This is an optimization exercise on Yosys and OpenROAD, whose aim is small area and a short achievable clock period, not a production implementation. Function was not checked in any run shown here: the RTL went through the layout flow alone. No activity file was given, so power comes from the tool's default toggle rates.

--- design/flow/config.mk ---
export PLATFORM = sky130hd
export DESIGN_NAME = alu16bit
export DESIGN_NICKNAME = alu16bit
export VERILOG_FILES = /design/flow/design.v
export SDC_FILE = /design/flow/constraint.sdc
export NUM_CORES = 4
export LEC_CHECK = 0
export CAP_MARGIN = 20
export CORE_MARGIN = 2
export CORE_UTILIZATION = 40
export SLEW_MARGIN = 20
--- design/flow/constraint.sdc ---
create_clock -name core_clock -period 7.2 [get_ports {clk}]
set_input_delay 1.4400 -clock core_clock [delete_from_list [all_inputs] [get_ports {clk}]]
set_output_delay 1.4400 -clock core_clock [all_outputs]
set_load 0.01 [all_outputs]
--- design/flow/design.v ---
module alu16bit (
  input clk,
  input reset,
  input [2:0] operation,
  input [15:0] operand_A,
  input [15:0] operand_B,
  output reg [31:0] result,
  output reg carry_flag,
  output reg zero_flag
);
  wire [15:0] a = operand_A;
  wire [15:0] b = operand_B;
  wire is_add = (operation == 3'd0);
  wire is_sub = (operation == 3'd1);
  wire is_mul = (operation == 3'd2);
  wire [15:0] m = is_mul ? b : {15'd0, is_add | is_sub};
  reg [15:0] cv;
  always @(*) begin
    case (operation)
      3'd0: cv = b;
      3'd1: cv = ~b;
      3'd3: cv = a & b;
      3'd4: cv = a | b;
      3'd5: cv = ~(a & b);
      3'd6: cv = ~(a | b);
      3'd7: cv = a ^ b;
      default: cv = 16'd0;
    endcase
  end
  wire cin = is_sub;
  wire [15:0] pp [0:15];
  genvar gi;
  generate for (gi = 0; gi < 16; gi = gi + 1) begin : g_pp
    assign pp[gi] = a & {16{m[gi]}};
  end endgenerate
  wire s1 = cin ^ pp[0][0];
  wire c2 = cin & pp[0][0];
  wire s3 = pp[0][1] ^ pp[1][0] ^ c2;
  wire c4 = (pp[0][1] & pp[1][0]) | (pp[0][1] & c2) | (pp[1][0] & c2);
  wire s5 = pp[0][2] ^ pp[1][1] ^ pp[2][0];
  wire c6 = (pp[0][2] & pp[1][1]) | (pp[0][2] & pp[2][0]) | (pp[1][1] & pp[2][0]);
  wire s7 = cv[2] ^ s5;
  wire c8 = cv[2] & s5;
  wire s9 = pp[0][3] ^ pp[1][2] ^ pp[2][1];
  wire c10 = (pp[0][3] & pp[1][2]) | (pp[0][3] & pp[2][1]) | (pp[1][2] & pp[2][1]);
  wire s11 = pp[3][0] ^ cv[3] ^ c6;
  wire c12 = (pp[3][0] & cv[3]) | (pp[3][0] & c6) | (cv[3] & c6);
  wire s13 = s9 ^ c8;
  wire c14 = s9 & c8;
  wire s15 = pp[0][4] ^ pp[1][3] ^ pp[2][2];
  wire c16 = (pp[0][4] & pp[1][3]) | (pp[0][4] & pp[2][2]) | (pp[1][3] & pp[2][2]);
  wire s17 = pp[3][1] ^ pp[4][0] ^ cv[4];
  wire c18 = (pp[3][1] & pp[4][0]) | (pp[3][1] & cv[4]) | (pp[4][0] & cv[4]);
  wire s19 = c10 ^ s15 ^ s17;
  wire c20 = (c10 & s15) | (c10 & s17) | (s15 & s17);
  wire s21 = c12 ^ c14;
  wire c22 = c12 & c14;
  wire s23 = pp[0][5] ^ pp[1][4] ^ pp[2][3];
  wire c24 = (pp[0][5] & pp[1][4]) | (pp[0][5] & pp[2][3]) | (pp[1][4] & pp[2][3]);
  wire s25 = pp[3][2] ^ pp[4][1] ^ pp[5][0];
  wire c26 = (pp[3][2] & pp[4][1]) | (pp[3][2] & pp[5][0]) | (pp[4][1] & pp[5][0]);
  wire s27 = cv[5] ^ c16 ^ s23;
  wire c28 = (cv[5] & c16) | (cv[5] & s23) | (c16 & s23);
  wire s29 = s25 ^ c18 ^ s27;
  wire c30 = (s25 & c18) | (s25 & s27) | (c18 & s27);
  wire s31 = c22 ^ c20;
  wire c32 = c22 & c20;
  wire s33 = pp[0][6] ^ pp[1][5] ^ pp[2][4];
  wire c34 = (pp[0][6] & pp[1][5]) | (pp[0][6] & pp[2][4]) | (pp[1][5] & pp[2][4]);
  wire s35 = pp[3][3] ^ pp[4][2] ^ pp[5][1];
  wire c36 = (pp[3][3] & pp[4][2]) | (pp[3][3] & pp[5][1]) | (pp[4][2] & pp[5][1]);
  wire s37 = pp[6][0] ^ cv[6] ^ c24;
  wire c38 = (pp[6][0] & cv[6]) | (pp[6][0] & c24) | (cv[6] & c24);
  wire s39 = c26 ^ s33 ^ s35;
  wire c40 = (c26 & s33) | (c26 & s35) | (s33 & s35);
  wire s41 = c28 ^ s37 ^ s39;
  wire c42 = (c28 & s37) | (c28 & s39) | (s37 & s39);
  wire s43 = c32 ^ c30;
  wire c44 = c32 & c30;
  wire s45 = pp[0][7] ^ pp[1][6] ^ pp[2][5];
  wire c46 = (pp[0][7] & pp[1][6]) | (pp[0][7] & pp[2][5]) | (pp[1][6] & pp[2][5]);
  wire s47 = pp[3][4] ^ pp[4][3] ^ pp[5][2];
  wire c48 = (pp[3][4] & pp[4][3]) | (pp[3][4] & pp[5][2]) | (pp[4][3] & pp[5][2]);
  wire s49 = pp[6][1] ^ pp[7][0] ^ cv[7];
  wire c50 = (pp[6][1] & pp[7][0]) | (pp[6][1] & cv[7]) | (pp[7][0] & cv[7]);
  wire s51 = c34 ^ c36 ^ s45;
  wire c52 = (c34 & c36) | (c34 & s45) | (c36 & s45);
  wire s53 = s47 ^ s49 ^ c38;
  wire c54 = (s47 & s49) | (s47 & c38) | (s49 & c38);
  wire s55 = c40 ^ s51 ^ s53;
  wire c56 = (c40 & s51) | (c40 & s53) | (s51 & s53);
  wire s57 = c42 ^ c44;
  wire c58 = c42 & c44;
  wire s59 = pp[0][8] ^ pp[1][7] ^ pp[2][6];
  wire c60 = (pp[0][8] & pp[1][7]) | (pp[0][8] & pp[2][6]) | (pp[1][7] & pp[2][6]);
  wire s61 = pp[3][5] ^ pp[4][4] ^ pp[5][3];
  wire c62 = (pp[3][5] & pp[4][4]) | (pp[3][5] & pp[5][3]) | (pp[4][4] & pp[5][3]);
  wire s63 = pp[6][2] ^ pp[7][1] ^ pp[8][0];
  wire c64 = (pp[6][2] & pp[7][1]) | (pp[6][2] & pp[8][0]) | (pp[7][1] & pp[8][0]);
  wire s65 = cv[8] ^ c46 ^ c48;
  wire c66 = (cv[8] & c46) | (cv[8] & c48) | (c46 & c48);
  wire s67 = s59 ^ s61 ^ s63;
  wire c68 = (s59 & s61) | (s59 & s63) | (s61 & s63);
  wire s69 = c50 ^ c52 ^ s65;
  wire c70 = (c50 & c52) | (c50 & s65) | (c52 & s65);
  wire s71 = s67 ^ c54 ^ s69;
  wire c72 = (s67 & c54) | (s67 & s69) | (c54 & s69);
  wire s73 = c56 ^ c58;
  wire c74 = c56 & c58;
  wire s75 = pp[0][9] ^ pp[1][8] ^ pp[2][7];
  wire c76 = (pp[0][9] & pp[1][8]) | (pp[0][9] & pp[2][7]) | (pp[1][8] & pp[2][7]);
  wire s77 = pp[3][6] ^ pp[4][5] ^ pp[5][4];
  wire c78 = (pp[3][6] & pp[4][5]) | (pp[3][6] & pp[5][4]) | (pp[4][5] & pp[5][4]);
  wire s79 = pp[6][3] ^ pp[7][2] ^ pp[8][1];
  wire c80 = (pp[6][3] & pp[7][2]) | (pp[6][3] & pp[8][1]) | (pp[7][2] & pp[8][1]);
  wire s81 = pp[9][0] ^ cv[9] ^ c60;
  wire c82 = (pp[9][0] & cv[9]) | (pp[9][0] & c60) | (cv[9] & c60);
  wire s83 = c62 ^ c64 ^ s75;
  wire c84 = (c62 & c64) | (c62 & s75) | (c64 & s75);
  wire s85 = s77 ^ s79 ^ c66;
  wire c86 = (s77 & s79) | (s77 & c66) | (s79 & c66);
  wire s87 = c68 ^ s81 ^ s83;
  wire c88 = (c68 & s81) | (c68 & s83) | (s81 & s83);
  wire s89 = c70 ^ s85 ^ s87;
  wire c90 = (c70 & s85) | (c70 & s87) | (s85 & s87);
  wire s91 = c72 ^ s89;
  wire c92 = c72 & s89;
  wire s93 = pp[0][10] ^ pp[1][9] ^ pp[2][8];
  wire c94 = (pp[0][10] & pp[1][9]) | (pp[0][10] & pp[2][8]) | (pp[1][9] & pp[2][8]);
  wire s95 = pp[3][7] ^ pp[4][6] ^ pp[5][5];
  wire c96 = (pp[3][7] & pp[4][6]) | (pp[3][7] & pp[5][5]) | (pp[4][6] & pp[5][5]);
  wire s97 = pp[6][4] ^ pp[7][3] ^ pp[8][2];
  wire c98 = (pp[6][4] & pp[7][3]) | (pp[6][4] & pp[8][2]) | (pp[7][3] & pp[8][2]);
  wire s99 = pp[9][1] ^ pp[10][0] ^ cv[10];
  wire c100 = (pp[9][1] & pp[10][0]) | (pp[9][1] & cv[10]) | (pp[10][0] & cv[10]);
  wire s101 = c76 ^ c78 ^ c80;
  wire c102 = (c76 & c78) | (c76 & c80) | (c78 & c80);
  wire s103 = s93 ^ s95 ^ s97;
  wire c104 = (s93 & s95) | (s93 & s97) | (s95 & s97);
  wire s105 = s99 ^ c82 ^ c84;
  wire c106 = (s99 & c82) | (s99 & c84) | (c82 & c84);
  wire s107 = s101 ^ s103 ^ c86;
  wire c108 = (s101 & s103) | (s101 & c86) | (s103 & c86);
  wire s109 = c88 ^ s105 ^ s107;
  wire c110 = (c88 & s105) | (c88 & s107) | (s105 & s107);
  wire s111 = c90 ^ c92;
  wire c112 = c90 & c92;
  wire s113 = pp[0][11] ^ pp[1][10] ^ pp[2][9];
  wire c114 = (pp[0][11] & pp[1][10]) | (pp[0][11] & pp[2][9]) | (pp[1][10] & pp[2][9]);
  wire s115 = pp[3][8] ^ pp[4][7] ^ pp[5][6];
  wire c116 = (pp[3][8] & pp[4][7]) | (pp[3][8] & pp[5][6]) | (pp[4][7] & pp[5][6]);
  wire s117 = pp[6][5] ^ pp[7][4] ^ pp[8][3];
  wire c118 = (pp[6][5] & pp[7][4]) | (pp[6][5] & pp[8][3]) | (pp[7][4] & pp[8][3]);
  wire s119 = pp[9][2] ^ pp[10][1] ^ pp[11][0];
  wire c120 = (pp[9][2] & pp[10][1]) | (pp[9][2] & pp[11][0]) | (pp[10][1] & pp[11][0]);
  wire s121 = cv[11] ^ c94 ^ c96;
  wire c122 = (cv[11] & c94) | (cv[11] & c96) | (c94 & c96);
  wire s123 = c98 ^ s113 ^ s115;
  wire c124 = (c98 & s113) | (c98 & s115) | (s113 & s115);
  wire s125 = s117 ^ s119 ^ c100;
  wire c126 = (s117 & s119) | (s117 & c100) | (s119 & c100);
  wire s127 = c102 ^ c104 ^ s121;
  wire c128 = (c102 & c104) | (c102 & s121) | (c104 & s121);
  wire s129 = s123 ^ s125 ^ c106;
  wire c130 = (s123 & s125) | (s123 & c106) | (s125 & c106);
  wire s131 = s127 ^ c108 ^ s129;
  wire c132 = (s127 & c108) | (s127 & s129) | (c108 & s129);
  wire s133 = c110 ^ s131;
  wire c134 = c110 & s131;
  wire s135 = pp[0][12] ^ pp[1][11] ^ pp[2][10];
  wire c136 = (pp[0][12] & pp[1][11]) | (pp[0][12] & pp[2][10]) | (pp[1][11] & pp[2][10]);
  wire s137 = pp[3][9] ^ pp[4][8] ^ pp[5][7];
  wire c138 = (pp[3][9] & pp[4][8]) | (pp[3][9] & pp[5][7]) | (pp[4][8] & pp[5][7]);
  wire s139 = pp[6][6] ^ pp[7][5] ^ pp[8][4];
  wire c140 = (pp[6][6] & pp[7][5]) | (pp[6][6] & pp[8][4]) | (pp[7][5] & pp[8][4]);
  wire s141 = pp[9][3] ^ pp[10][2] ^ pp[11][1];
  wire c142 = (pp[9][3] & pp[10][2]) | (pp[9][3] & pp[11][1]) | (pp[10][2] & pp[11][1]);
  wire s143 = pp[12][0] ^ cv[12] ^ c114;
  wire c144 = (pp[12][0] & cv[12]) | (pp[12][0] & c114) | (cv[12] & c114);
  wire s145 = c116 ^ c118 ^ c120;
  wire c146 = (c116 & c118) | (c116 & c120) | (c118 & c120);
  wire s147 = s135 ^ s137 ^ s139;
  wire c148 = (s135 & s137) | (s135 & s139) | (s137 & s139);
  wire s149 = s141 ^ c122 ^ c124;
  wire c150 = (s141 & c122) | (s141 & c124) | (c122 & c124);
  wire s151 = s143 ^ s145 ^ s147;
  wire c152 = (s143 & s145) | (s143 & s147) | (s145 & s147);
  wire s153 = c126 ^ c128 ^ s149;
  wire c154 = (c126 & c128) | (c126 & s149) | (c128 & s149);
  wire s155 = s151 ^ c130 ^ s153;
  wire c156 = (s151 & c130) | (s151 & s153) | (c130 & s153);
  wire s157 = c132 ^ s155;
  wire c158 = c132 & s155;
  wire s159 = pp[0][13] ^ pp[1][12] ^ pp[2][11];
  wire c160 = (pp[0][13] & pp[1][12]) | (pp[0][13] & pp[2][11]) | (pp[1][12] & pp[2][11]);
  wire s161 = pp[3][10] ^ pp[4][9] ^ pp[5][8];
  wire c162 = (pp[3][10] & pp[4][9]) | (pp[3][10] & pp[5][8]) | (pp[4][9] & pp[5][8]);
  wire s163 = pp[6][7] ^ pp[7][6] ^ pp[8][5];
  wire c164 = (pp[6][7] & pp[7][6]) | (pp[6][7] & pp[8][5]) | (pp[7][6] & pp[8][5]);
  wire s165 = pp[9][4] ^ pp[10][3] ^ pp[11][2];
  wire c166 = (pp[9][4] & pp[10][3]) | (pp[9][4] & pp[11][2]) | (pp[10][3] & pp[11][2]);
  wire s167 = pp[12][1] ^ pp[13][0] ^ cv[13];
  wire c168 = (pp[12][1] & pp[13][0]) | (pp[12][1] & cv[13]) | (pp[13][0] & cv[13]);
  wire s169 = c136 ^ c138 ^ c140;
  wire c170 = (c136 & c138) | (c136 & c140) | (c138 & c140);
  wire s171 = c142 ^ s159 ^ s161;
  wire c172 = (c142 & s159) | (c142 & s161) | (s159 & s161);
  wire s173 = s163 ^ s165 ^ s167;
  wire c174 = (s163 & s165) | (s163 & s167) | (s165 & s167);
  wire s175 = c144 ^ c146 ^ c148;
  wire c176 = (c144 & c146) | (c144 & c148) | (c146 & c148);
  wire s177 = s169 ^ s171 ^ s173;
  wire c178 = (s169 & s171) | (s169 & s173) | (s171 & s173);
  wire s179 = c150 ^ c152 ^ s175;
  wire c180 = (c150 & c152) | (c150 & s175) | (c152 & s175);
  wire s181 = s177 ^ c154 ^ s179;
  wire c182 = (s177 & c154) | (s177 & s179) | (c154 & s179);
  wire s183 = c156 ^ s181;
  wire c184 = c156 & s181;
  wire s185 = pp[0][14] ^ pp[1][13] ^ pp[2][12];
  wire c186 = (pp[0][14] & pp[1][13]) | (pp[0][14] & pp[2][12]) | (pp[1][13] & pp[2][12]);
  wire s187 = pp[3][11] ^ pp[4][10] ^ pp[5][9];
  wire c188 = (pp[3][11] & pp[4][10]) | (pp[3][11] & pp[5][9]) | (pp[4][10] & pp[5][9]);
  wire s189 = pp[6][8] ^ pp[7][7] ^ pp[8][6];
  wire c190 = (pp[6][8] & pp[7][7]) | (pp[6][8] & pp[8][6]) | (pp[7][7] & pp[8][6]);
  wire s191 = pp[9][5] ^ pp[10][4] ^ pp[11][3];
  wire c192 = (pp[9][5] & pp[10][4]) | (pp[9][5] & pp[11][3]) | (pp[10][4] & pp[11][3]);
  wire s193 = pp[12][2] ^ pp[13][1] ^ pp[14][0];
  wire c194 = (pp[12][2] & pp[13][1]) | (pp[12][2] & pp[14][0]) | (pp[13][1] & pp[14][0]);
  wire s195 = cv[14] ^ c160 ^ c162;
  wire c196 = (cv[14] & c160) | (cv[14] & c162) | (c160 & c162);
  wire s197 = c164 ^ c166 ^ s185;
  wire c198 = (c164 & c166) | (c164 & s185) | (c166 & s185);
  wire s199 = s187 ^ s189 ^ s191;
  wire c200 = (s187 & s189) | (s187 & s191) | (s189 & s191);
  wire s201 = s193 ^ c168 ^ c170;
  wire c202 = (s193 & c168) | (s193 & c170) | (c168 & c170);
  wire s203 = c172 ^ s195 ^ s197;
  wire c204 = (c172 & s195) | (c172 & s197) | (s195 & s197);
  wire s205 = s199 ^ c174 ^ c176;
  wire c206 = (s199 & c174) | (s199 & c176) | (c174 & c176);
  wire s207 = s201 ^ s203 ^ c178;
  wire c208 = (s201 & s203) | (s201 & c178) | (s203 & c178);
  wire s209 = c180 ^ s205 ^ s207;
  wire c210 = (c180 & s205) | (c180 & s207) | (s205 & s207);
  wire s211 = c182 ^ c184;
  wire c212 = c182 & c184;
  wire s213 = pp[0][15] ^ pp[1][14] ^ pp[2][13];
  wire c214 = (pp[0][15] & pp[1][14]) | (pp[0][15] & pp[2][13]) | (pp[1][14] & pp[2][13]);
  wire s215 = pp[3][12] ^ pp[4][11] ^ pp[5][10];
  wire c216 = (pp[3][12] & pp[4][11]) | (pp[3][12] & pp[5][10]) | (pp[4][11] & pp[5][10]);
  wire s217 = pp[6][9] ^ pp[7][8] ^ pp[8][7];
  wire c218 = (pp[6][9] & pp[7][8]) | (pp[6][9] & pp[8][7]) | (pp[7][8] & pp[8][7]);
  wire s219 = pp[9][6] ^ pp[10][5] ^ pp[11][4];
  wire c220 = (pp[9][6] & pp[10][5]) | (pp[9][6] & pp[11][4]) | (pp[10][5] & pp[11][4]);
  wire s221 = pp[12][3] ^ pp[13][2] ^ pp[14][1];
  wire c222 = (pp[12][3] & pp[13][2]) | (pp[12][3] & pp[14][1]) | (pp[13][2] & pp[14][1]);
  wire s223 = pp[15][0] ^ cv[15] ^ c186;
  wire c224 = (pp[15][0] & cv[15]) | (pp[15][0] & c186) | (cv[15] & c186);
  wire s225 = c188 ^ c190 ^ c192;
  wire c226 = (c188 & c190) | (c188 & c192) | (c190 & c192);
  wire s227 = c194 ^ s213 ^ s215;
  wire c228 = (c194 & s213) | (c194 & s215) | (s213 & s215);
  wire s229 = s217 ^ s219 ^ s221;
  wire c230 = (s217 & s219) | (s217 & s221) | (s219 & s221);
  wire s231 = c196 ^ c198 ^ c200;
  wire c232 = (c196 & c198) | (c196 & c200) | (c198 & c200);
  wire s233 = s223 ^ s225 ^ s227;
  wire c234 = (s223 & s225) | (s223 & s227) | (s225 & s227);
  wire s235 = s229 ^ c202 ^ c204;
  wire c236 = (s229 & c202) | (s229 & c204) | (c202 & c204);
  wire s237 = s231 ^ s233 ^ c206;
  wire c238 = (s231 & s233) | (s231 & c206) | (s233 & c206);
  wire s239 = s235 ^ c208 ^ s237;
  wire c240 = (s235 & c208) | (s235 & s237) | (c208 & s237);
  wire s241 = c210 ^ s239;
  wire c242 = c210 & s239;
  wire s243 = pp[1][15] ^ pp[2][14] ^ pp[3][13];
  wire c244 = (pp[1][15] & pp[2][14]) | (pp[1][15] & pp[3][13]) | (pp[2][14] & pp[3][13]);
  wire s245 = pp[4][12] ^ pp[5][11] ^ pp[6][10];
  wire c246 = (pp[4][12] & pp[5][11]) | (pp[4][12] & pp[6][10]) | (pp[5][11] & pp[6][10]);
  wire s247 = pp[7][9] ^ pp[8][8] ^ pp[9][7];
  wire c248 = (pp[7][9] & pp[8][8]) | (pp[7][9] & pp[9][7]) | (pp[8][8] & pp[9][7]);
  wire s249 = pp[10][6] ^ pp[11][5] ^ pp[12][4];
  wire c250 = (pp[10][6] & pp[11][5]) | (pp[10][6] & pp[12][4]) | (pp[11][5] & pp[12][4]);
  wire s251 = pp[13][3] ^ pp[14][2] ^ pp[15][1];
  wire c252 = (pp[13][3] & pp[14][2]) | (pp[13][3] & pp[15][1]) | (pp[14][2] & pp[15][1]);
  wire s253 = c214 ^ c216 ^ c218;
  wire c254 = (c214 & c216) | (c214 & c218) | (c216 & c218);
  wire s255 = c220 ^ c222 ^ s243;
  wire c256 = (c220 & c222) | (c220 & s243) | (c222 & s243);
  wire s257 = s245 ^ s247 ^ s249;
  wire c258 = (s245 & s247) | (s245 & s249) | (s247 & s249);
  wire s259 = s251 ^ c224 ^ c226;
  wire c260 = (s251 & c224) | (s251 & c226) | (c224 & c226);
  wire s261 = c228 ^ c230 ^ s253;
  wire c262 = (c228 & c230) | (c228 & s253) | (c230 & s253);
  wire s263 = s255 ^ s257 ^ c232;
  wire c264 = (s255 & s257) | (s255 & c232) | (s257 & c232);
  wire s265 = s259 ^ c234 ^ s261;
  wire c266 = (s259 & c234) | (s259 & s261) | (c234 & s261);
  wire s267 = c236 ^ s263 ^ s265;
  wire c268 = (c236 & s263) | (c236 & s265) | (s263 & s265);
  wire s269 = c238 ^ s267 ^ c240;
  wire c270 = (c238 & s267) | (c238 & c240) | (s267 & c240);
  wire s271 = pp[2][15] ^ pp[3][14] ^ pp[4][13];
  wire c272 = (pp[2][15] & pp[3][14]) | (pp[2][15] & pp[4][13]) | (pp[3][14] & pp[4][13]);
  wire s273 = pp[5][12] ^ pp[6][11] ^ pp[7][10];
  wire c274 = (pp[5][12] & pp[6][11]) | (pp[5][12] & pp[7][10]) | (pp[6][11] & pp[7][10]);
  wire s275 = pp[8][9] ^ pp[9][8] ^ pp[10][7];
  wire c276 = (pp[8][9] & pp[9][8]) | (pp[8][9] & pp[10][7]) | (pp[9][8] & pp[10][7]);
  wire s277 = pp[11][6] ^ pp[12][5] ^ pp[13][4];
  wire c278 = (pp[11][6] & pp[12][5]) | (pp[11][6] & pp[13][4]) | (pp[12][5] & pp[13][4]);
  wire s279 = pp[14][3] ^ pp[15][2] ^ c244;
  wire c280 = (pp[14][3] & pp[15][2]) | (pp[14][3] & c244) | (pp[15][2] & c244);
  wire s281 = c246 ^ c248 ^ c250;
  wire c282 = (c246 & c248) | (c246 & c250) | (c248 & c250);
  wire s283 = c252 ^ s271 ^ s273;
  wire c284 = (c252 & s271) | (c252 & s273) | (s271 & s273);
  wire s285 = s275 ^ s277 ^ c254;
  wire c286 = (s275 & s277) | (s275 & c254) | (s277 & c254);
  wire s287 = c256 ^ c258 ^ s279;
  wire c288 = (c256 & c258) | (c256 & s279) | (c258 & s279);
  wire s289 = s281 ^ s283 ^ c260;
  wire c290 = (s281 & s283) | (s281 & c260) | (s283 & c260);
  wire s291 = c262 ^ s285 ^ s287;
  wire c292 = (c262 & s285) | (c262 & s287) | (s285 & s287);
  wire s293 = c264 ^ s289 ^ c266;
  wire c294 = (c264 & s289) | (c264 & c266) | (s289 & c266);
  wire s295 = s291 ^ c268 ^ s293;
  wire c296 = (s291 & c268) | (s291 & s293) | (c268 & s293);
  wire s297 = pp[3][15] ^ pp[4][14] ^ pp[5][13];
  wire c298 = (pp[3][15] & pp[4][14]) | (pp[3][15] & pp[5][13]) | (pp[4][14] & pp[5][13]);
  wire s299 = pp[6][12] ^ pp[7][11] ^ pp[8][10];
  wire c300 = (pp[6][12] & pp[7][11]) | (pp[6][12] & pp[8][10]) | (pp[7][11] & pp[8][10]);
  wire s301 = pp[9][9] ^ pp[10][8] ^ pp[11][7];
  wire c302 = (pp[9][9] & pp[10][8]) | (pp[9][9] & pp[11][7]) | (pp[10][8] & pp[11][7]);
  wire s303 = pp[12][6] ^ pp[13][5] ^ pp[14][4];
  wire c304 = (pp[12][6] & pp[13][5]) | (pp[12][6] & pp[14][4]) | (pp[13][5] & pp[14][4]);
  wire s305 = pp[15][3] ^ c272 ^ c274;
  wire c306 = (pp[15][3] & c272) | (pp[15][3] & c274) | (c272 & c274);
  wire s307 = c276 ^ c278 ^ s297;
  wire c308 = (c276 & c278) | (c276 & s297) | (c278 & s297);
  wire s309 = s299 ^ s301 ^ s303;
  wire c310 = (s299 & s301) | (s299 & s303) | (s301 & s303);
  wire s311 = c280 ^ c282 ^ c284;
  wire c312 = (c280 & c282) | (c280 & c284) | (c282 & c284);
  wire s313 = s305 ^ s307 ^ s309;
  wire c314 = (s305 & s307) | (s305 & s309) | (s307 & s309);
  wire s315 = c286 ^ c288 ^ s311;
  wire c316 = (c286 & c288) | (c286 & s311) | (c288 & s311);
  wire s317 = s313 ^ c290 ^ c292;
  wire c318 = (s313 & c290) | (s313 & c292) | (c290 & c292);
  wire s319 = s315 ^ c294 ^ s317;
  wire c320 = (s315 & c294) | (s315 & s317) | (c294 & s317);
  wire s321 = pp[4][15] ^ pp[5][14] ^ pp[6][13];
  wire c322 = (pp[4][15] & pp[5][14]) | (pp[4][15] & pp[6][13]) | (pp[5][14] & pp[6][13]);
  wire s323 = pp[7][12] ^ pp[8][11] ^ pp[9][10];
  wire c324 = (pp[7][12] & pp[8][11]) | (pp[7][12] & pp[9][10]) | (pp[8][11] & pp[9][10]);
  wire s325 = pp[10][9] ^ pp[11][8] ^ pp[12][7];
  wire c326 = (pp[10][9] & pp[11][8]) | (pp[10][9] & pp[12][7]) | (pp[11][8] & pp[12][7]);
  wire s327 = pp[13][6] ^ pp[14][5] ^ pp[15][4];
  wire c328 = (pp[13][6] & pp[14][5]) | (pp[13][6] & pp[15][4]) | (pp[14][5] & pp[15][4]);
  wire s329 = c298 ^ c300 ^ c302;
  wire c330 = (c298 & c300) | (c298 & c302) | (c300 & c302);
  wire s331 = c304 ^ s321 ^ s323;
  wire c332 = (c304 & s321) | (c304 & s323) | (s321 & s323);
  wire s333 = s325 ^ s327 ^ c306;
  wire c334 = (s325 & s327) | (s325 & c306) | (s327 & c306);
  wire s335 = c308 ^ c310 ^ s329;
  wire c336 = (c308 & c310) | (c308 & s329) | (c310 & s329);
  wire s337 = s331 ^ c312 ^ s333;
  wire c338 = (s331 & c312) | (s331 & s333) | (c312 & s333);
  wire s339 = c314 ^ s335 ^ c316;
  wire c340 = (c314 & s335) | (c314 & c316) | (s335 & c316);
  wire s341 = s337 ^ c318 ^ s339;
  wire c342 = (s337 & c318) | (s337 & s339) | (c318 & s339);
  wire s343 = pp[5][15] ^ pp[6][14] ^ pp[7][13];
  wire c344 = (pp[5][15] & pp[6][14]) | (pp[5][15] & pp[7][13]) | (pp[6][14] & pp[7][13]);
  wire s345 = pp[8][12] ^ pp[9][11] ^ pp[10][10];
  wire c346 = (pp[8][12] & pp[9][11]) | (pp[8][12] & pp[10][10]) | (pp[9][11] & pp[10][10]);
  wire s347 = pp[11][9] ^ pp[12][8] ^ pp[13][7];
  wire c348 = (pp[11][9] & pp[12][8]) | (pp[11][9] & pp[13][7]) | (pp[12][8] & pp[13][7]);
  wire s349 = pp[14][6] ^ pp[15][5] ^ c322;
  wire c350 = (pp[14][6] & pp[15][5]) | (pp[14][6] & c322) | (pp[15][5] & c322);
  wire s351 = c324 ^ c326 ^ c328;
  wire c352 = (c324 & c326) | (c324 & c328) | (c326 & c328);
  wire s353 = s343 ^ s345 ^ s347;
  wire c354 = (s343 & s345) | (s343 & s347) | (s345 & s347);
  wire s355 = c330 ^ c332 ^ s349;
  wire c356 = (c330 & c332) | (c330 & s349) | (c332 & s349);
  wire s357 = s351 ^ s353 ^ c334;
  wire c358 = (s351 & s353) | (s351 & c334) | (s353 & c334);
  wire s359 = c336 ^ s355 ^ c338;
  wire c360 = (c336 & s355) | (c336 & c338) | (s355 & c338);
  wire s361 = s357 ^ c340 ^ s359;
  wire c362 = (s357 & c340) | (s357 & s359) | (c340 & s359);
  wire s363 = pp[6][15] ^ pp[7][14] ^ pp[8][13];
  wire c364 = (pp[6][15] & pp[7][14]) | (pp[6][15] & pp[8][13]) | (pp[7][14] & pp[8][13]);
  wire s365 = pp[9][12] ^ pp[10][11] ^ pp[11][10];
  wire c366 = (pp[9][12] & pp[10][11]) | (pp[9][12] & pp[11][10]) | (pp[10][11] & pp[11][10]);
  wire s367 = pp[12][9] ^ pp[13][8] ^ pp[14][7];
  wire c368 = (pp[12][9] & pp[13][8]) | (pp[12][9] & pp[14][7]) | (pp[13][8] & pp[14][7]);
  wire s369 = pp[15][6] ^ c344 ^ c346;
  wire c370 = (pp[15][6] & c344) | (pp[15][6] & c346) | (c344 & c346);
  wire s371 = c348 ^ s363 ^ s365;
  wire c372 = (c348 & s363) | (c348 & s365) | (s363 & s365);
  wire s373 = s367 ^ c350 ^ c352;
  wire c374 = (s367 & c350) | (s367 & c352) | (c350 & c352);
  wire s375 = c354 ^ s369 ^ s371;
  wire c376 = (c354 & s369) | (c354 & s371) | (s369 & s371);
  wire s377 = c356 ^ s373 ^ s375;
  wire c378 = (c356 & s373) | (c356 & s375) | (s373 & s375);
  wire s379 = c358 ^ s377 ^ c360;
  wire c380 = (c358 & s377) | (c358 & c360) | (s377 & c360);
  wire s381 = pp[7][15] ^ pp[8][14] ^ pp[9][13];
  wire c382 = (pp[7][15] & pp[8][14]) | (pp[7][15] & pp[9][13]) | (pp[8][14] & pp[9][13]);
  wire s383 = pp[10][12] ^ pp[11][11] ^ pp[12][10];
  wire c384 = (pp[10][12] & pp[11][11]) | (pp[10][12] & pp[12][10]) | (pp[11][11] & pp[12][10]);
  wire s385 = pp[13][9] ^ pp[14][8] ^ pp[15][7];
  wire c386 = (pp[13][9] & pp[14][8]) | (pp[13][9] & pp[15][7]) | (pp[14][8] & pp[15][7]);
  wire s387 = c364 ^ c366 ^ c368;
  wire c388 = (c364 & c366) | (c364 & c368) | (c366 & c368);
  wire s389 = s381 ^ s383 ^ s385;
  wire c390 = (s381 & s383) | (s381 & s385) | (s383 & s385);
  wire s391 = c370 ^ c372 ^ s387;
  wire c392 = (c370 & c372) | (c370 & s387) | (c372 & s387);
  wire s393 = s389 ^ c374 ^ c376;
  wire c394 = (s389 & c374) | (s389 & c376) | (c374 & c376);
  wire s395 = s391 ^ c378 ^ s393;
  wire c396 = (s391 & c378) | (s391 & s393) | (c378 & s393);
  wire s397 = pp[8][15] ^ pp[9][14] ^ pp[10][13];
  wire c398 = (pp[8][15] & pp[9][14]) | (pp[8][15] & pp[10][13]) | (pp[9][14] & pp[10][13]);
  wire s399 = pp[11][12] ^ pp[12][11] ^ pp[13][10];
  wire c400 = (pp[11][12] & pp[12][11]) | (pp[11][12] & pp[13][10]) | (pp[12][11] & pp[13][10]);
  wire s401 = pp[14][9] ^ pp[15][8] ^ c382;
  wire c402 = (pp[14][9] & pp[15][8]) | (pp[14][9] & c382) | (pp[15][8] & c382);
  wire s403 = c384 ^ c386 ^ s397;
  wire c404 = (c384 & c386) | (c384 & s397) | (c386 & s397);
  wire s405 = s399 ^ c388 ^ c390;
  wire c406 = (s399 & c388) | (s399 & c390) | (c388 & c390);
  wire s407 = s401 ^ s403 ^ c392;
  wire c408 = (s401 & s403) | (s401 & c392) | (s403 & c392);
  wire s409 = s405 ^ c394 ^ s407;
  wire c410 = (s405 & c394) | (s405 & s407) | (c394 & s407);
  wire s411 = pp[9][15] ^ pp[10][14] ^ pp[11][13];
  wire c412 = (pp[9][15] & pp[10][14]) | (pp[9][15] & pp[11][13]) | (pp[10][14] & pp[11][13]);
  wire s413 = pp[12][12] ^ pp[13][11] ^ pp[14][10];
  wire c414 = (pp[12][12] & pp[13][11]) | (pp[12][12] & pp[14][10]) | (pp[13][11] & pp[14][10]);
  wire s415 = pp[15][9] ^ c398 ^ c400;
  wire c416 = (pp[15][9] & c398) | (pp[15][9] & c400) | (c398 & c400);
  wire s417 = s411 ^ s413 ^ c402;
  wire c418 = (s411 & s413) | (s411 & c402) | (s413 & c402);
  wire s419 = c404 ^ s415 ^ c406;
  wire c420 = (c404 & s415) | (c404 & c406) | (s415 & c406);
  wire s421 = s417 ^ c408 ^ s419;
  wire c422 = (s417 & c408) | (s417 & s419) | (c408 & s419);
  wire s423 = pp[10][15] ^ pp[11][14] ^ pp[12][13];
  wire c424 = (pp[10][15] & pp[11][14]) | (pp[10][15] & pp[12][13]) | (pp[11][14] & pp[12][13]);
  wire s425 = pp[13][12] ^ pp[14][11] ^ pp[15][10];
  wire c426 = (pp[13][12] & pp[14][11]) | (pp[13][12] & pp[15][10]) | (pp[14][11] & pp[15][10]);
  wire s427 = c412 ^ c414 ^ s423;
  wire c428 = (c412 & c414) | (c412 & s423) | (c414 & s423);
  wire s429 = s425 ^ c416 ^ s427;
  wire c430 = (s425 & c416) | (s425 & s427) | (c416 & s427);
  wire s431 = c418 ^ s429 ^ c420;
  wire c432 = (c418 & s429) | (c418 & c420) | (s429 & c420);
  wire s433 = pp[11][15] ^ pp[12][14] ^ pp[13][13];
  wire c434 = (pp[11][15] & pp[12][14]) | (pp[11][15] & pp[13][13]) | (pp[12][14] & pp[13][13]);
  wire s435 = pp[14][12] ^ pp[15][11] ^ c424;
  wire c436 = (pp[14][12] & pp[15][11]) | (pp[14][12] & c424) | (pp[15][11] & c424);
  wire s437 = c426 ^ s433 ^ c428;
  wire c438 = (c426 & s433) | (c426 & c428) | (s433 & c428);
  wire s439 = s435 ^ c430 ^ s437;
  wire c440 = (s435 & c430) | (s435 & s437) | (c430 & s437);
  wire s441 = pp[12][15] ^ pp[13][14] ^ pp[14][13];
  wire c442 = (pp[12][15] & pp[13][14]) | (pp[12][15] & pp[14][13]) | (pp[13][14] & pp[14][13]);
  wire s443 = pp[15][12] ^ c434 ^ s441;
  wire c444 = (pp[15][12] & c434) | (pp[15][12] & s441) | (c434 & s441);
  wire s445 = c436 ^ s443 ^ c438;
  wire c446 = (c436 & s443) | (c436 & c438) | (s443 & c438);
  wire s447 = pp[13][15] ^ pp[14][14] ^ pp[15][13];
  wire c448 = (pp[13][15] & pp[14][14]) | (pp[13][15] & pp[15][13]) | (pp[14][14] & pp[15][13]);
  wire s449 = c442 ^ s447 ^ c444;
  wire c450 = (c442 & s447) | (c442 & c444) | (s447 & c444);
  wire s451 = pp[14][15] ^ pp[15][14] ^ c448;
  wire c452 = (pp[14][15] & pp[15][14]) | (pp[14][15] & c448) | (pp[15][14] & c448);
  wire [31:0] x = {1'b0, pp[15][15], c450, c446, c440, c432, c422, c410, c396, c380, c362, c342, c320, c296, c270, c242, c212, s209, c158, c134, c112, s109, c74, s71, s55, s41, s29, s19, s11, c4, cv[1], cv[0]};
  wire [31:0] y = {1'b0, c452, s451, s449, s445, s439, s431, s421, s409, s395, s379, s361, s341, s319, s295, s269, s241, s211, s183, s157, s133, s111, s91, s73, s57, s43, s31, s21, s13, s7, s3, s1};
  wire [31:0] S = x + y;
  wire borrow = is_sub & ~S[16];
  wire zero_lo = (S[15:0] == 16'd0);
  wire zero_mul = (a == 16'd0) | (b == 16'd0);
  wire [31:0] r = {S[31:17] | {15{borrow}}, S[16] ^ is_sub, S[15:0]};
  wire z = is_mul ? zero_mul : zero_lo;
  always @(posedge clk) begin
    if (reset) begin
      result     <= 32'b0;
      carry_flag <= 1'b0;
      zero_flag  <= 1'b0;
    end else begin
      result     <= r;
      carry_flag <= borrow;
      zero_flag  <= z;
    end
  end
endmodule
--- design/flow/run.sh ---
#!/bin/bash
# synth_recipe.tcl (not shown) runs the flow's synth.tcl, then flattens the netlist and writes it again
# the make line also repeats each setting of config.mk as NAME=value (left out here)
make -C /OpenROAD-flow-scripts/flow DESIGN_CONFIG=/design/flow/config.mk WORK_HOME=/design/flow/orfs CLKGATE_MAP_FILE= SYNTH_SCRIPT=/design/flow/synth_recipe.tcl finish
==> results of run 1 <==
layer usage:
| metal | wire, um | vias up | global-route usage [%] | part of all wire (%) |
|---|---|---|---|---|
| li1 | - | 4724 | - | - |
| met1 | 15400 | 4967 | 34.6 | 44 |
| met3 | 2860 | 90 | 4.01 | 8.1 |
| met5 | 0 | - | 0 | 0 |
| met2 | 16000 | 430 | 38.9 | 45 |
| met4 | 1060 | 0 | 7.95 | 3.0 |
per-stage QoR:
stage | setup WS [ns] | cell area (um2)
global placement | -0.633 | 13800
finish | 0.167 | 14700
global route | -0.0270 | 14700
detailed placement | -0.687 | 13800
CTS | 0.00150 | 14100
floorplan | -0.0173 | 11300
final timing paths:
kind | startpoint | end | cells after the start
max | operand_B[1] | result[29] | 23
min | reset | result[16] | 3
state kept, by name (all words and copies together), names as in the netlist:
register / flops
zero_flag: 1
result: 32
carry_flag: 1
cells in the mapped netlist, types with 4 or more instances:
| cell | number |
|---|---|
| a211o_1 | 4 |
| a21o_1 | 17 |
| a21oi_1 | 48 |
| a221oi_1 | 4 |
| a22oi_1 | 10 |
| a31oi_1 | 6 |
| and2_1 | 18 |
| and3_1 | 139 |
| buf_1 | 7 |
| clkbuf_1 | 73 |
| dfxtp_1 | 34 |
| fa_1 | 212 |
| ha_1 | 79 |
| inv_1 | 243 |
| mux2_2 | 4 |
| mux2i_1 | 12 |
| nand2_1 | 167 |
| nand2b_1 | 6 |
| nand3_1 | 11 |
| nand4_1 | 8 |
| nor2_1 | 33 |
| nor3_1 | 7 |
| nor4_1 | 25 |
| o211ai_1 | 6 |
| o21ai_0 | 33 |
| o31ai_1 | 5 |
| xnor2_1 | 20 |
| xor2_1 | 12 |
logic make-up (layout without fill, tap and decap cells):
family / count (synthesis) / in the layout
XOR/XNOR: 32 / 32
flip-flops: 34 / 34
multiplexers: 16 / 16
buffers and inverters: 327 / 603
AND/OR/NAND/NOR: 427 / 427
adder cells (fa/ha/maj): 291 / 291
AO/OA/AOI/OAI: 173 / 173
timing repair:
item                                    4_1_cts  5_1_grt
setup buffers                                 5       36
gates resized for setup                      27      104
cloned                                        0        2
endpoints found under the setup margin       13       15
pin swaps                                    16       69
power by group through the flow:
stage / clock, mW / combinational [mW] / sequential [mW]
after global placement: 0 / 1.24 / 0.251
after floorplan: 0 / 0.681 / 0.274
after CTS: 0.239 / 1.31 / 0.247
after global routing: 0.244 / 1.54 / 0.251
final: 0.231 / 1.40 / 0.246
after detailed placement: 0 / 1.25 / 0.251
area by class of cell:
cell class	instances	area (um2)	area share [%]
clock buffers	8	166	1.13
inverters	244	918	6.23
multi-input cells	939	9510	64.5
flip-flops and latches	34	681	4.62
well taps	341	427	2.89
repair buffers	351	3040	20.6
==> metrics.csv, run 1 <==
metric,value,unit
status,no timing/DRC/antenna violations,
die_w,169,um
critPathSlowestCell,fa_1,
vias_per_cell,5.33,
yosysUniqueCellTypes,64,
synth_seq_cells,34,
postCtsHoldBufs,0,
synthMuxAreaShare,1.51,%
crit_type,in2reg,
ys.flop_type,dfxtp_1,
cp_cell_sequence,"clkdlybuf4s50_1, inv_2, nor4_2, buf_4, buf_12, nand2_1, fa_2, inv_1, fa_1, fa_1, inv_1, fa_1, fa_2, fa_1, inv_2, ha_4, nand2_2, or2_1, or3_4, o31ai_4, nor2_2, or3_1, o2111a_1",
switching_share,41.4,%
hold_viol,0,
io_pins,71,
dp.cells,1866,
synth_area_leaders,"fa_1 (39%), ha_1 (9.1%), inv_1 (8.4%), and3_1 (8.0%), dfxtp_1 (6.2%)",
crit_fanout,4,
cts_sinks,34,
ant_nets,0,
cp-start-kind,input port,
synth_edf_count,0,
cts_buffer_depth,2,
crit_path_end_kind,flip-flop,
grt_pass1_wl,55100,um
antenna_found_initial,0,
finalNonFillerCells,1917,
synth_nets,1628,
async_flop_share,0,%
yosys.area.top_type,fa_1,
portBuffers,70,
start_util,40.6,%
dp_hpwl,28200,um
routed_wl,35300,um
synthSimpleGateAreaFrac,19.8,%
cp.required,7.37,ns
cts_tree,done,
layout_commonest_cell,buf_4,
synth_top_family_by_area,adder cells,
fmax,0.142,GHz
final_cell_mix,"buf_4 (254), inv_1 (222), fa_1 (185)",
utilization,54.9,%
crit_family,adder cells,
fin_crit_sh,97.7,%
hold_ws,1.91,ns
power,1.87,mW
cpMostUsedCell,fa_1,
p_leak,7.58,nW
syn_avg_cell_area,8.40,um2
core_area,26900,um2
dr.pass1.iters,5,
max_stage_delay,0.57,ns
vias,10200,
dieHeight,169,um
clkTransAtPathRegs,0.05,ns
area_delta_synth_final,35.0,%
synthXorXnorAreaFrac,2.57,%
seq_power_share,13.1,%
overflow,0,
synth_area,10900,um2
comb_power_share,74.5,%
grt_max_degree,52,
grt_usage,24.6,%
clock-root-buffer,clkbuf_16,
wl_per_cell,18.4,um
fin_crit,7.03,ns
yosys.area_share.adder,47.9,%
drive_gt1_share,25.5,%
critPathArrivalTime,7.20,ns
tightest_slew,0.525,ns
p_clk_share,12.3,%
synthCells,1300,
drv_slew,0,
switchingPower,0.776,mW
diodes,0,
critPathBufInv,7,
p_int,1.10,mW
htreeDepth,2,
seq_area_frac_synth,6.23,%
drv_cap,0,
synth-compound-area-share,10.7,%
num_rows,60,
synth_top_area_share,38.9,%
grt_pass1_vias,10200,
fin_nets,1903,
cts_buffers,5,
finalSetupViolations,0,
gp_congestion,0.946,
fin_tns_setup,0,ns
die-area,28600,um2
slew_headroom,64.6,%
powerDensity,127,nW/um2
first_iter_violations,826,
peakVddDrop,0.0000864,V
drc,0,
hold_class,in2reg,
n_fill_cell,2497,
yosysWarningCount,1,
==> run 2, diff against run 1 <==
--- a/design/flow/design.v
+++ b/design/flow/design.v
@@ -487,7 +487,123 @@
   wire c452 = (pp[14][15] & pp[15][14]) | (pp[14][15] & c448) | (pp[15][14] & c448);
   wire [31:0] x = {1'b0, pp[15][15], c450, c446, c440, c432, c422, c410, c396, c380, c362, c342, c320, c296, c270, c242, c212, s209, c158, c134, c112, s109, c74, s71, s55, s41, s29, s19, s11, c4, cv[1], cv[0]};
   wire [31:0] y = {1'b0, c452, s451, s449, s445, s439, s431, s421, s409, s395, s379, s361, s341, s319, s295, s269, s241, s211, s183, s157, s133, s111, s91, s73, s57, s43, s31, s21, s13, s7, s3, s1};
-  wire [31:0] S = x + y;
+  wire [31:0] g = x & y;
+  wire [31:0] p = x ^ y;
+  wire G453 = g[1] | (p[1] & g[0]);
+  wire P454 = p[1] & p[0];
+  wire G455 = g[3] | (p[3] & g[2]);
+  wire P456 = p[3] & p[2];
+  wire G457 = g[5] | (p[5] & g[4]);
+  wire P458 = p[5] & p[4];
+  wire G459 = g[7] | (p[7] & g[6]);
+  wire P460 = p[7] & p[6];
+  wire G461 = g[9] | (p[9] & g[8]);
+  wire P462 = p[9] & p[8];
+  wire G463 = g[11] | (p[11] & g[10]);
+  wire P464 = p[11] & p[10];
+  wire G465 = g[13] | (p[13] & g[12]);
+  wire P466 = p[13] & p[12];
+  wire G467 = g[15] | (p[15] & g[14]);
+  wire P468 = p[15] & p[14];
+  wire G469 = g[17] | (p[17] & g[16]);
+  wire P470 = p[17] & p[16];
+  wire G471 = g[19] | (p[19] & g[18]);
+  wire P472 = p[19] & p[18];
+  wire G473 = g[21] | (p[21] & g[20]);
+  wire P474 = p[21] & p[20];
+  wire G475 = g[23] | (p[23] & g[22]);
+  wire P476 = p[23] & p[22];
+  wire G477 = g[25] | (p[25] & g[24]);
+  wire P478 = p[25] & p[24];
+  wire G479 = g[27] | (p[27] & g[26]);
+  wire P480 = p[27] & p[26];
+  wire G481 = g[29] | (p[29] & g[28]);
+  wire P482 = p[29] & p[28];
+  wire G483 = g[31] | (p[31] & g[30]);
+  wire P484 = p[31] & p[30];
+  wire G485 = G455 | (P456 & G453);
+  wire P486 = P456 & P454;
+  wire G487 = G459 | (P460 & G457);
+  wire P488 = P460 & P458;
+  wire G489 = G463 | (P464 & G461);
+  wire P490 = P464 & P462;
+  wire G491 = G467 | (P468 & G465);
+  wire P492 = P468 & P466;
+  wire G493 = G471 | (P472 & G469);
+  wire P494 = P472 & P470;
+  wire G495 = G475 | (P476 & G473);
+  wire P496 = P476 & P474;
+  wire G497 = G479 | (P480 & G477);
+  wire P498 = P480 & P478;
+  wire G499 = G483 | (P484 & G481);
+  wire P500 = P484 & P482;
+  wire G501 = G487 | (P488 & G485);
+  wire P502 = P488 & P486;
+  wire G503 = G491 | (P492 & G489);
+  wire P504 = P492 & P490;
+  wire G505 = G495 | (P496 & G493);
+  wire P506 = P496 & P494;
+  wire G507 = G499 | (P500 & G497);
+  wire P508 = P500 & P498;
+  wire G509 = G503 | (P504 & G501);
+  wire P510 = P504 & P502;
+  wire G511 = G507 | (P508 & G505);
+  wire P512 = P508 & P506;
+  wire G513 = G511 | (P512 & G509);
+  wire P514 = P512 & P510;
+  wire G515 = G505 | (P506 & G509);
+  wire P516 = P506 & P510;
+  wire G517 = G489 | (P490 & G501);
+  wire P518 = P490 & P502;
+  wire G519 = G493 | (P494 & G509);
+  wire P520 = P494 & P510;
+  wire G521 = G497 | (P498 & G515);
+  wire P522 = P498 & P516;
+  wire G523 = G457 | (P458 & G485);
+  wire P524 = P458 & P486;
+  wire G525 = G461 | (P462 & G501);
+  wire P526 = P462 & P502;
+  wire G527 = G465 | (P466 & G517);
+  wire P528 = P466 & P518;
+  wire G529 = G469 | (P470 & G509);
+  wire P530 = P470 & P510;
+  wire G531 = G473 | (P474 & G519);
+  wire P532 = P474 & P520;
+  wire G533 = G477 | (P478 & G515);
+  wire P534 = P478 & P516;
+  wire G535 = G481 | (P482 & G521);
+  wire P536 = P482 & P522;
+  wire G537 = g[2] | (p[2] & G453);
+  wire P538 = p[2] & P454;
+  wire G539 = g[4] | (p[4] & G485);
+  wire P540 = p[4] & P486;
+  wire G541 = g[6] | (p[6] & G523);
+  wire P542 = p[6] & P524;
+  wire G543 = g[8] | (p[8] & G501);
+  wire P544 = p[8] & P502;
+  wire G545 = g[10] | (p[10] & G525);
+  wire P546 = p[10] & P526;
+  wire G547 = g[12] | (p[12] & G517);
+  wire P548 = p[12] & P518;
+  wire G549 = g[14] | (p[14] & G527);
+  wire P550 = p[14] & P528;
+  wire G551 = g[16] | (p[16] & G509);
+  wire P552 = p[16] & P510;
+  wire G553 = g[18] | (p[18] & G529);
+  wire P554 = p[18] & P530;
+  wire G555 = g[20] | (p[20] & G519);
+  wire P556 = p[20] & P520;
+  wire G557 = g[22] | (p[22] & G531);
+  wire P558 = p[22] & P532;
+  wire G559 = g[24] | (p[24] & G515);
+  wire P560 = p[24] & P516;
+  wire G561 = g[26] | (p[26] & G533);
+  wire P562 = p[26] & P534;
+  wire G563 = g[28] | (p[28] & G521);
+  wire P564 = p[28] & P522;
+  wire G565 = g[30] | (p[30] & G535);
+  wire P566 = p[30] & P536;
+  wire [31:0] S = {p[31] ^ G565, p[30] ^ G535, p[29] ^ G563, p[28] ^ G521, p[27] ^ G561, p[26] ^ G533, p[25] ^ G559, p[24] ^ G515, p[23] ^ G557, p[22] ^ G531, p[21] ^ G555, p[20] ^ G519, p[19] ^ G553, p[18] ^ G529, p[17] ^ G551, p[16] ^ G509, p[15] ^ G549, p[14] ^ G527, p[13] ^ G547, p[12] ^ G517, p[11] ^ G545, p[10] ^ G525, p[9] ^ G543, p[8] ^ G501, p[7] ^ G541, p[6] ^ G523, p[5] ^ G539, p[4] ^ G485, p[3] ^ G537, p[2] ^ G453, p[1] ^ g[0], p[0]};
   wire borrow = is_sub & ~S[16];
   wire zero_lo = (S[15:0] == 16'd0);
   wire zero_mul = (a == 16'd0) | (b == 16'd0);
==> run 2 against run 1 <==
Still clean. Final cell count fell by 5.9%. Critical endpoint is now result[26]. Largest power group unchanged. Area after synthesis down 1.9%. Combinational power shrank 11%. Core utilization fell by 0.58 points.
==> metrics.csv, run 2 <==
metric,value,unit,change
utilization,54.3,%,-0.58 points
cts_buffer_depth,2,,unchanged
regMostFlops,result,,
async_flop_share,0,%,unchanged
gp_congestion,0.965,,+2.1%
core_area,26200,um2,-2.5%
n_fill_cell,2388,,-4.4%
drv_slew,0,,unchanged
crit_type,in2reg,,
fin_crit,7.11,ns,+0.0754 ns
fin_nets,1808,,-5.0%
fin_crit_sh,98.7,%,+1.0 points
synth_area_leaders,"fa_1 (42%), ha_1 (9.0%), inv_1 (8.5%), and3_1 (7.6%), dfxtp_1 (6.4%)",,
clkTransAtPathRegs,0.06,ns,about the same
synth_nets,1568,,-3.7%
hold_class,in2reg,,
syn_avg_cell_area,8.73,um2,+4.0%
cts_sinks,34,,unchanged
p_leak,7.29,nW,-3.8%
final_cell_mix,"inv_1 (215), buf_4 (208), fa_1 (200)",,
cp.required,7.37,ns,about the same
io_pins,71,,unchanged
critPathSlowestCell,fa_1,,
grt_pass1_wl,52200,um,-5.3%
multi_input_area,9240,um2,-2.8%
top_regs,"result x32, carry_flag x1, zero_flag x1",,
cts_buffers,5,,unchanged
rsz0062_at_grt,yes,,
ant_nets,0,,unchanged
dp_hpwl,26700,um,-5.4%
area_delta_synth_final,32.8,%,
dieHeight,168,um,-0.92%
diodes,0,,unchanged
portBuffers,70,,unchanged
grt_max_degree,40,,-23%
vias,9390,,-8.0%
yosysWarningCount,1,,unchanged
max_stage_delay,0.62,ns,+0.05 ns
finalNonFillerCells,1803,,-5.9%
first_iter_violations,674,,-18%
finalSetupViolations,0,,unchanged
cts_tree,done,,
ys.flop_type,dfxtp_1,,
critPathBufInv,10,,+3
dr.pass1.iters,7,,+2
clock-root-buffer,clkbuf_16,,
synthCells,1227,,-5.6%
synth_seq_cells,34,,unchanged
status,no timing/DRC/antenna violations,,
tightest_slew,0.704,ns,+0.180 ns
grt_usage,24.0,%,-0.57 points
die_w,168,um,-0.92%
num_rows,59,,-1.7%
yosysUniqueCellTypes,55,,-14%
grt_pass1_vias,9745,,-4.5%
synth_area,10700,um2,-1.9%
vias_per_cell,5.21,,-2.2%
yosys.area.top_type,fa_1,,
antenna_found_initial,0,,unchanged
seq_area_frac_synth,6.35,%,+0.12 points
powerDensity,121,nW/um2,-4.6%
drv_cap,0,,unchanged
crit_fanout,5,,+1
drive_gt1_share,25.6,%,+0.11 points
critPathArrivalTime,7.28,ns,+0.08 ns
drc,0,,unchanged
cpMostUsedCell,fa_1,,
overflow,0,,unchanged
slew_headroom,53.0,%,-12 points
peakVddDrop,0.0000883,V,+2.1%
cp-start-kind,input port,,
layout_commonest_cell,inv_1,,
min_path_cells,6,,+3
die-area,28100,um2,-1.8%
crit_family,adder cells,,
wl_per_cell,18.5,um,+0.58%
largest_reg_flops,32,,unchanged
synth_most_common_cell,inv_1,,
fmax,0.141,GHz,-1.1%
synth_edf_count,0,,unchanged
timing.critical_path.depth,27,,+17%
synthTopCellsByCount,"inv_1 (244), fa_1 (227), nand2_1 (162), and3_1 (130), ha_1 (77)",,
synth_top_area_share,42.4,%,+3.5 points
dp.cells,1746,,-6.4%
hold_viol,0,,unchanged
start_util,40.9,%,+0.25 points
htreeDepth,2,,unchanged
crit_path_end_kind,flip-flop,,
layout.area.seq,681,um2,unchanged
routed_wl,33400,um,-5.4%
==> run 2: cell count changes in the layout (fill, tap and decap cells not counted), moves of 11 or more <==
cell     previous run  this run
nor2_1             32        47
nand2_1           165       154
fa_1              185       200
xnor2_1            20         6
buf_4             254       208
a21oi_1            44        26
==> run 2: power breakdown <==
part           switching [mW]  total, mW  internal (mW)  leakage, nW
clock network          0.0905      0.228          0.137       0.0739
logic                   0.622       1.25          0.629         6.94
registers              0.0109      0.247          0.236        0.281
total                   0.723       1.73           1.00         7.29
==> run 2: per-layer routing <==
metal,global-route usage [%],vias up,wire length [um]
met3,4.94,43,2740
met5,0,-,0
met2,39.4,347,15700
met4,5.60,0,665
met1,32.9,4694,14300
li1,-,4306,-
==> run 2: final cells by class <==
class,instances,share of cell area (%)
multi-input cells,870,65.0
repair buffers,311,19.7
inverters,245,6.52
flip-flops and latches,34,4.79
well taps,335,2.95
clock buffers,7,1.00
clock inverters,1,0.0352
==> run 2: what timing repair did <==
action / CTS / global route
setup endpoints to repair: 19 / 18
hold buffers: 0 / 0
pin swaps: 44 / 49
resized for setup: 76 / 106
cloned: 2 / 1
setup buffers: 32 / 14
==> run 2: kinds of logic after synthesis <==
| group | Yosys count | share of synthesized area, % |
|---|---|---|
| xor gates and xnor gates | 23 | 1.88 |
| adders and majority gates | 304 | 51.4 |
| DFF | 34 | 6.35 |
| buffers and inverters | 323 | 11.6 |
| and+or+nand+nor | 420 | 20.8 |
| AOI/OAI and AO/OA | 112 | 6.82 |
| muxes | 11 | 1.14 |
==> run 2: worst paths after layout <==
path          from          to  slack [ns]
max   operation[1]  result[26]        0.09
min   operation[2]   zero_flag        1.78
==> run 2: per-stage QoR <==
| step | TNS (ns) | instance area, um2 | hold WS, ns | power [mW] | setup slack, ns |
|---|---|---|---|---|---|
| floorplan | 0 | 10800 | 1.71 | 0.864 | 0.00961 |
| global placement | -10.88 | 13100 | 2.17 | 1.33 | -0.696 |
| detailed placement | -12.21 | 13100 | 2.17 | 1.35 | -0.717 |
| CTS | -0.0245 | 13800 | 1.88 | 1.66 | -0.0245 |
| global route | -0.829 | 14200 | 1.78 | 1.87 | -0.180 |
| finish | 0 | 14200 | 1.78 | 1.73 | 0.0912 |

==> what the ideal ports hide <==
The flow's constraints put no driver on any port. The routed layouts listed below were extracted and timed again, unchanged, in two steps. Step 1 sets driving cells, clkbuf_16 on the clock port and buf_2 on the other inputs (assumed; they add their load-dependent delay and slew). Step 2, shift: input delay + t, output delay - t, t = (earliest + latest rising clock arrival at the registers) / 2. This alone moves slack from input paths to output paths. Three values: ideal ports, drivers, drivers and shift; two values: the first two.
run	t (ns)	setup WS [ns]	latest minus earliest clock arrival (ns)	slew at the worst register clock pin (ns)	worst data-port slew with drivers (ns)
run 1	0.315	0.167 / 0.178 / -0.137	0.004 / 0.004	0.05 / 0.05	0.04
run 2	0.336	0.091 / 0.068 / -0.268	0.002 / 0.003	0.06 / 0.06	0.07
With both steps, setup timing fails in run 1 and run 2, where it was met with ideal ports. For run 2, which loses most, drivers alone change the setup slack by -0.023 ns; drivers and shift together by -0.359 ns.
